From an optimization exercise on the open Yosys and OpenROAD flow, aimed at small area, a short achievable clock period and few clock cycles per item; shortcuts taken in it are not production practice. In this exercise RTL edits were held to simulation tests only and were not proved equivalent to the original.

## cpuops
module	cpuops(i_clk,i_reset, i_stb, i_op, i_a, i_b, o_c, o_f, o_valid,
			o_busy);
Settings: LEC_CHECK=0, ABC_AREA=1, CAP_MARGIN=20, CORE_MARGIN=2, CORE_UTILIZATION=45, SLEW_MARGIN=20; clock period 10.0 ns.
standard.sh (not shown) runs the stock make flow with config.mk's settings and CLKGATE_MAP_FILE= SYNTH_SCRIPT=/design/flow/synth_recipe.tcl, a recipe that flattens the netlist after the stock synthesis.
==> flow/flow/run.sh <==
#!/bin/bash
# The standard layout, with the port buffers made of plain buffers
# (sky130_fd_sc_hd__buf_2) instead of the delay cell buffer_ports picks,
# timing repair free to resize them, and aiming at a setup slack of 5.25 ns. The make log goes to standard_flow.log.
set -euo pipefail
bash standard.sh MATCH_CELL_FOOTPRINT=0 SETUP_SLACK_MARGIN=5.25 "BUFFER_PORTS_ARGS=-buffer_cell sky130_fd_sc_hd__buf_2" finish > standard_flow.log 2>&1
Testbench counts at the start, summed over its fixed seeds: cycles 28,765, items 16,384.
==> next run, changes <==
==> flow/flow/run.sh (replaced) <==
#!/bin/bash
# The standard layout, with the port buffers made of plain buffers
# (sky130_fd_sc_hd__buf_2) instead of the delay cell buffer_ports picks,
# and timing repair free to resize them. The make log goes to standard_flow.log.
set -euo pipefail
bash standard.sh MATCH_CELL_FOOTPRINT=0 "BUFFER_PORTS_ARGS=-buffer_cell sky130_fd_sc_hd__buf_2" finish > standard_flow.log 2>&1
CORE_UTILIZATION = 40   (was 45)
SETUP_SLACK_MARGIN = 5   (was not set)
=>
- The changed run produced a clean layout
- critical path depth is higher by 1
- global-route usage is lower by 5.0 points
- setup slack is worse by 0.12 ns


cpuops, a different RTL version from the one above (not shown whole).
Size: roughly 2600 cells after synthesis, roughly 120 flip-flops, ~110 I/O pins.
Settings: LEC_CHECK=0, CAP_MARGIN=20, CORE_MARGIN=2, CORE_UTILIZATION=40, SETUP_SLACK_MARGIN=4, SLEW_MARGIN=20; clock period 10.0 ns.
run.sh (not shown) runs the stock make flow with config.mk's settings and CLKGATE_MAP_FILE= SYNTH_SCRIPT=/design/flow/synth_recipe.tcl, a recipe that flattens the netlist after the stock synthesis.
Stock flow here: none of the scripts above is used.
Testbench counts at the start, summed over its fixed seeds: cycles 28,765, items 16,384.
Change:
--- a/flow/config.mk
+++ b/flow/config.mk
@@ -11 +11 @@
-export SETUP_SLACK_MARGIN = 4
+export SETUP_SLACK_MARGIN = 5
The changed run produced a clean layout.
Area after synthesis is unchanged.
Sequential share of layout area came out lower by 0.81 points.
Hold slack is about the same.
Clock-buffer cell count stays the same.
Design area came out higher by about 12%.
Register-to-register slack is better by 0.61 ns.
Wire length came out higher by about 11%.
Die area stays the same.
Setup slack is better by 0.61 ns.
Change:
--- a/flow/config.mk
+++ b/flow/config.mk
@@ -11 +11 @@
-export SETUP_SLACK_MARGIN = 5
+export SETUP_SLACK_MARGIN = 4.5
Effect:
- area after synthesis stays the same
- clock-buffer cell count is unchanged
- setup slack gets worse by 0.31 ns
- first-iteration DRC count came out lower by 5.0%
Change:
--- a/flow/config.mk
+++ b/flow/config.mk
@@ -12,0 +13 @@
+export SYNTH_HIERARCHICAL = 1
=> Via count goes up by a few percent. Cell count goes up by a little under a tenth. Non-clock buffer count goes up by 96. Sequential share of layout area goes down by 0.79 points. Core utilization goes up by 2.8 points. Setup slack is worse by 0.56 ns. Design area goes up by roughly a tenth. Sequential cell count stays the same.
Change:
==> flow/flow/run.sh (new file) <==
#!/bin/bash
# The standard layout, with the port buffers made of plain buffers
# (sky130_fd_sc_hd__buf_4) instead of the delay cell buffer_ports picks,
# and timing repair free to resize them. The make log goes to standard_flow.log.
set -euo pipefail
bash standard.sh MATCH_CELL_FOOTPRINT=0 "BUFFER_PORTS_ARGS=-buffer_cell sky130_fd_sc_hd__buf_4" finish > standard_flow.log 2>&1
==> flow/standard.sh (new file) <==
#!/bin/bash
# synth_recipe.tcl (not shown) runs the flow's synth.tcl, then flattens the netlist and writes it again
# the make line also repeats each setting of config.mk as NAME=value (left out here)
make -C /OpenROAD-flow-scripts/flow DESIGN_CONFIG=/design/flow/config.mk WORK_HOME=/design/flow/orfs CLKGATE_MAP_FILE= SYNTH_SCRIPT=/design/flow/synth_recipe.tcl "${@:-finish}"
--- a/flow/config.mk
+++ b/flow/config.mk
@@ -11 +11 @@
-export SETUP_SLACK_MARGIN = 4.5
+export SETUP_SLACK_MARGIN = 4
@@ -13 +12,0 @@
-export SYNTH_HIERARCHICAL = 1
removed: flow/run.sh
Effect: Maximum frequency went up by 4.2%; routed wire length went down by about 13%; design area went down by about 13%.


== job 212 ==
Another version of the RTL of cpuops (not shown whole).
Size in the first run: ~2500 cells after synthesis, ~120 flip-flops, about 110 I/O pins, roughly 21000 µm² of cells after synthesis.
Settings: LEC_CHECK=0, CAP_MARGIN=20, CORE_MARGIN=2, CORE_UTILIZATION=55, SETUP_SLACK_MARGIN=5, SLEW_MARGIN=20; clock period 10.0 ns.
standard.sh (not shown) runs the stock make flow with config.mk's settings and CLKGATE_MAP_FILE= SYNTH_SCRIPT=/design/flow/synth_recipe.tcl, a recipe that flattens the netlist after the stock synthesis.
==> flow/flow/run.sh <==
#!/bin/bash
# The standard layout, with the port buffers made of plain buffers
# (sky130_fd_sc_hd__buf_4) instead of the delay cell buffer_ports picks,
# and timing repair free to resize them. The make log goes to standard_flow.log.
set -euo pipefail
bash standard.sh MATCH_CELL_FOOTPRINT=0 "BUFFER_PORTS_ARGS=-buffer_cell sky130_fd_sc_hd__buf_4" finish > standard_flow.log 2>&1
Testbench counts of job 212, summed over its fixed seeds: cycles 28,765, items 16,384.
### job 212 -> job 1378
==> flow/config.mk <==
export PLATFORM = sky130hd
export DESIGN_NAME = cpuops
export DESIGN_NICKNAME = cpuops
export VERILOG_FILES = /design/flow/design.v
export SDC_FILE = /design/flow/constraint.sdc
export NUM_CORES = 4
export LEC_CHECK = 0
export ABC_AREA = 1
export CAP_MARGIN = 20
export CORE_MARGIN = 2
export CORE_UTILIZATION = 40
export SETUP_SLACK_MARGIN = 5
export SLEW_MARGIN = 20
--- outcome ---
- Measured against job 1378, the final routed wirelength across all metal layers of job 212 comes out at 0.914 times the reference value.
- Job 212 → job 1378: first-pass detailed-route iteration total moved down.
Changes in job 3933 relative to job 1378:
-- flow/config.mk --
<<< job 1378, line 6
export NUM_CORES = 4
export LEC_CHECK = 0
export ABC_AREA = 1
export CAP_MARGIN = 20
export CORE_MARGIN = 2
>>> job 3933, line 6
export NUM_CORES = 4
export LEC_CHECK = 0
export CAP_MARGIN = 20
export CORE_MARGIN = 2
==> comparison <==
Re via count of the routed design: job 3933 is about 13% down on job 1378. Number of cells on the worst reg-to-reg path for job 3933 is lower than for job 1378. Buffers inserted during post-CTS setup optimization delta for job 3933 relative to job 1378: about 80% lower. In the final reports, the cell area of job 3933 is smaller than that of job 1378. The higher wire length of job 3933 and job 1378 is in job 1378. Clock network area share essentially unchanged between job 1378 and job 3933.
Edits applied to the flow inputs when going from job 3933 to job 8060:
-- flow/config.mk --
<<< job 3933, line 9
export CORE_MARGIN = 2
export CORE_UTILIZATION = 40
export SETUP_SLACK_MARGIN = 5
export SLEW_MARGIN = 20
>>> job 8060, line 9
export CORE_MARGIN = 2
export CORE_UTILIZATION = 40
export PLACE_DENSITY = 0.75
export SETUP_SLACK_MARGIN = 5
export SLEW_MARGIN = 20
Findings:
- Wire length (job 3933 / job 8060): 1.07
- Diode insertion count for antenna repair: job 8060 higher than job 3933
- Job 8060 vs. job 3933: routed wirelength normalized by instance count went down; tightest hold margin moved down; clock skew roughly the same.
- When the final numbers for job 3933 and job 8060 were put side by side, the delay of the slowest critical-path stage turned out to be greater in job 3933.
Changes in job 943 relative to job 8060:
==> flow/run.sh (new file) <==
#!/bin/bash
# synth_recipe.tcl (not shown) runs the flow's synth.tcl, then flattens the netlist and writes it again
# the make line also repeats each setting of config.mk as NAME=value (left out here)
make -C /OpenROAD-flow-scripts/flow DESIGN_CONFIG=/design/flow/config.mk WORK_HOME=/design/flow/orfs CLKGATE_MAP_FILE= SYNTH_SCRIPT=/design/flow/synth_recipe.tcl finish
-- flow/config.mk --
<<< job 8060, line 9
export CORE_MARGIN = 2
export CORE_UTILIZATION = 40
export PLACE_DENSITY = 0.75
export SETUP_SLACK_MARGIN = 5
export SLEW_MARGIN = 20
>>> job 943, line 9
export CORE_MARGIN = 2
export CORE_UTILIZATION = 40
export SETUP_SLACK_MARGIN = 4.5
export SLEW_MARGIN = 20
removed: flow/flow/run.sh
removed: flow/standard.sh
## What came out
- Job 8060 → job 943: first-iteration DRC count now smaller; total stage count of the critical path decreased 8.
- The run showing the greater delay contributed by the slowest stage of the critical path is job 943.
- Status: number of maximum-capacitance constraint violations parity (job 8060, job 943)
- Job 8060 -> job 943: total number of multi-input combinational cells flat
- Max number of global-route vias before repair across job 8060 and job 943: job 943
--- input diff job 943..job 6350 ---
==> flow/flow/run.sh (new file) <==
#!/bin/bash
# The standard layout, with the port buffers made of plain buffers
# (sky130_fd_sc_hd__buf_4) instead of the delay cell buffer_ports picks,
# timing repair free to resize them, and timing repair aiming at a setup
# slack of 7 ns. The make log goes to standard_flow.log.
set -euo pipefail
bash standard.sh MATCH_CELL_FOOTPRINT=0 SETUP_SLACK_MARGIN=7 "BUFFER_PORTS_ARGS=-buffer_cell sky130_fd_sc_hd__buf_4" finish > standard_flow.log 2>&1
==> flow/standard.sh (new file) <==
#!/bin/bash
# synth_recipe.tcl (not shown) runs the flow's synth.tcl, then flattens the netlist and writes it again
# the make line also repeats each setting of config.mk as NAME=value (left out here)
make -C /OpenROAD-flow-scripts/flow DESIGN_CONFIG=/design/flow/config.mk WORK_HOME=/design/flow/orfs CLKGATE_MAP_FILE= SYNTH_SCRIPT=/design/flow/synth_recipe.tcl "${@:-finish}"
-- flow/config.mk --
<<< job 943, line 9
export CORE_MARGIN = 2
export CORE_UTILIZATION = 40
export SETUP_SLACK_MARGIN = 4.5
export SLEW_MARGIN = 20
>>> job 6350, line 9
export CORE_MARGIN = 2
export CORE_UTILIZATION = 40
export SLEW_MARGIN = 20
removed: flow/run.sh
Share of the clock period used by the worst path (lower): job 6350
In terms of area share of and/or/nand/nor cells after synthesis, job 6350 and job 943 differ only marginally.
Path length in cells of the critical path, job 6350 and job 943: lower on job 943
From job 943 to job 6350 the numbers moved as follows: inverter count of the layout excluding clock inverters +1, data required time at the worst endpoint rose by 0.04 ns, via count +7.5%.

[what the ideal ports hide]
Ports are ideal in the flow. The routed layouts listed here were re-timed in OpenROAD.
Step 1: set_driving_cell puts a clkbuf_16 on i_clk and a buf_2 on each other input, an assumption about the parent block.
Step 2 adds t to the input delays and takes it off the output delays; t is the mean of the earliest and latest rising clock arrival at the registers after step 1. Input paths then give back, and output paths get back, about the clock's delay inside the block.
Three values: ideal ports, drivers, drivers and shift; two values: the first two.
run | t, ns | slack for setup (ns) | worst setup path after step 2 | slew at the worst register clock pin (ns)
the first run of note 1 | 0.548 | 5.166 / 5.110 / 4.984 | input to register | 0.09 / 0.09
the second run of note 1 | 0.552 | 5.048 / 4.991 / 5.025 | input to register | 0.08 / 0.08
the first run of note 2 | 0.476 | 4.189 / 4.189 / 3.771 | input to register | 0.06 / 0.06
the second run of note 2 | 0.490 | 4.794 / 4.794 / 4.444 | input to register | 0.07 / 0.07
the third run of note 2 | 0.486 | 4.489 / 4.519 / 4.033 | input to register | 0.07 / 0.07
the fourth run of note 2 | 0.501 | 3.926 / 3.926 / 3.926 | register to register | 0.07 / 0.07
the fifth run of note 2 | 0.477 | 4.172 / 4.172 / 3.884 | input to register | 0.07 / 0.07
job 212 | 0.486 | 4.683 / 4.683 / 4.396 | input to register | 0.08 / 0.08
job 1378 | 0.498 | 4.983 / 4.983 / 4.660 | input to register | 0.07 / 0.07
job 3933 | 0.484 | 4.814 / 4.814 / 4.463 | input to register | 0.07 / 0.07
job 8060 | 0.483 | 4.788 / 4.788 / 4.436 | input to register | 0.07 / 0.07
job 943 | 0.494 | 4.473 / 4.493 / 3.999 | input to register | 0.07 / 0.07
job 6350 | 0.492 | 4.761 / 4.761 / 4.460 | input to register | 0.06 / 0.06
After both steps setup and hold are still met in every run listed. For job 943, which loses most, drivers alone change the setup slack by +0.020 ns; drivers and shift together by -0.474 ns.
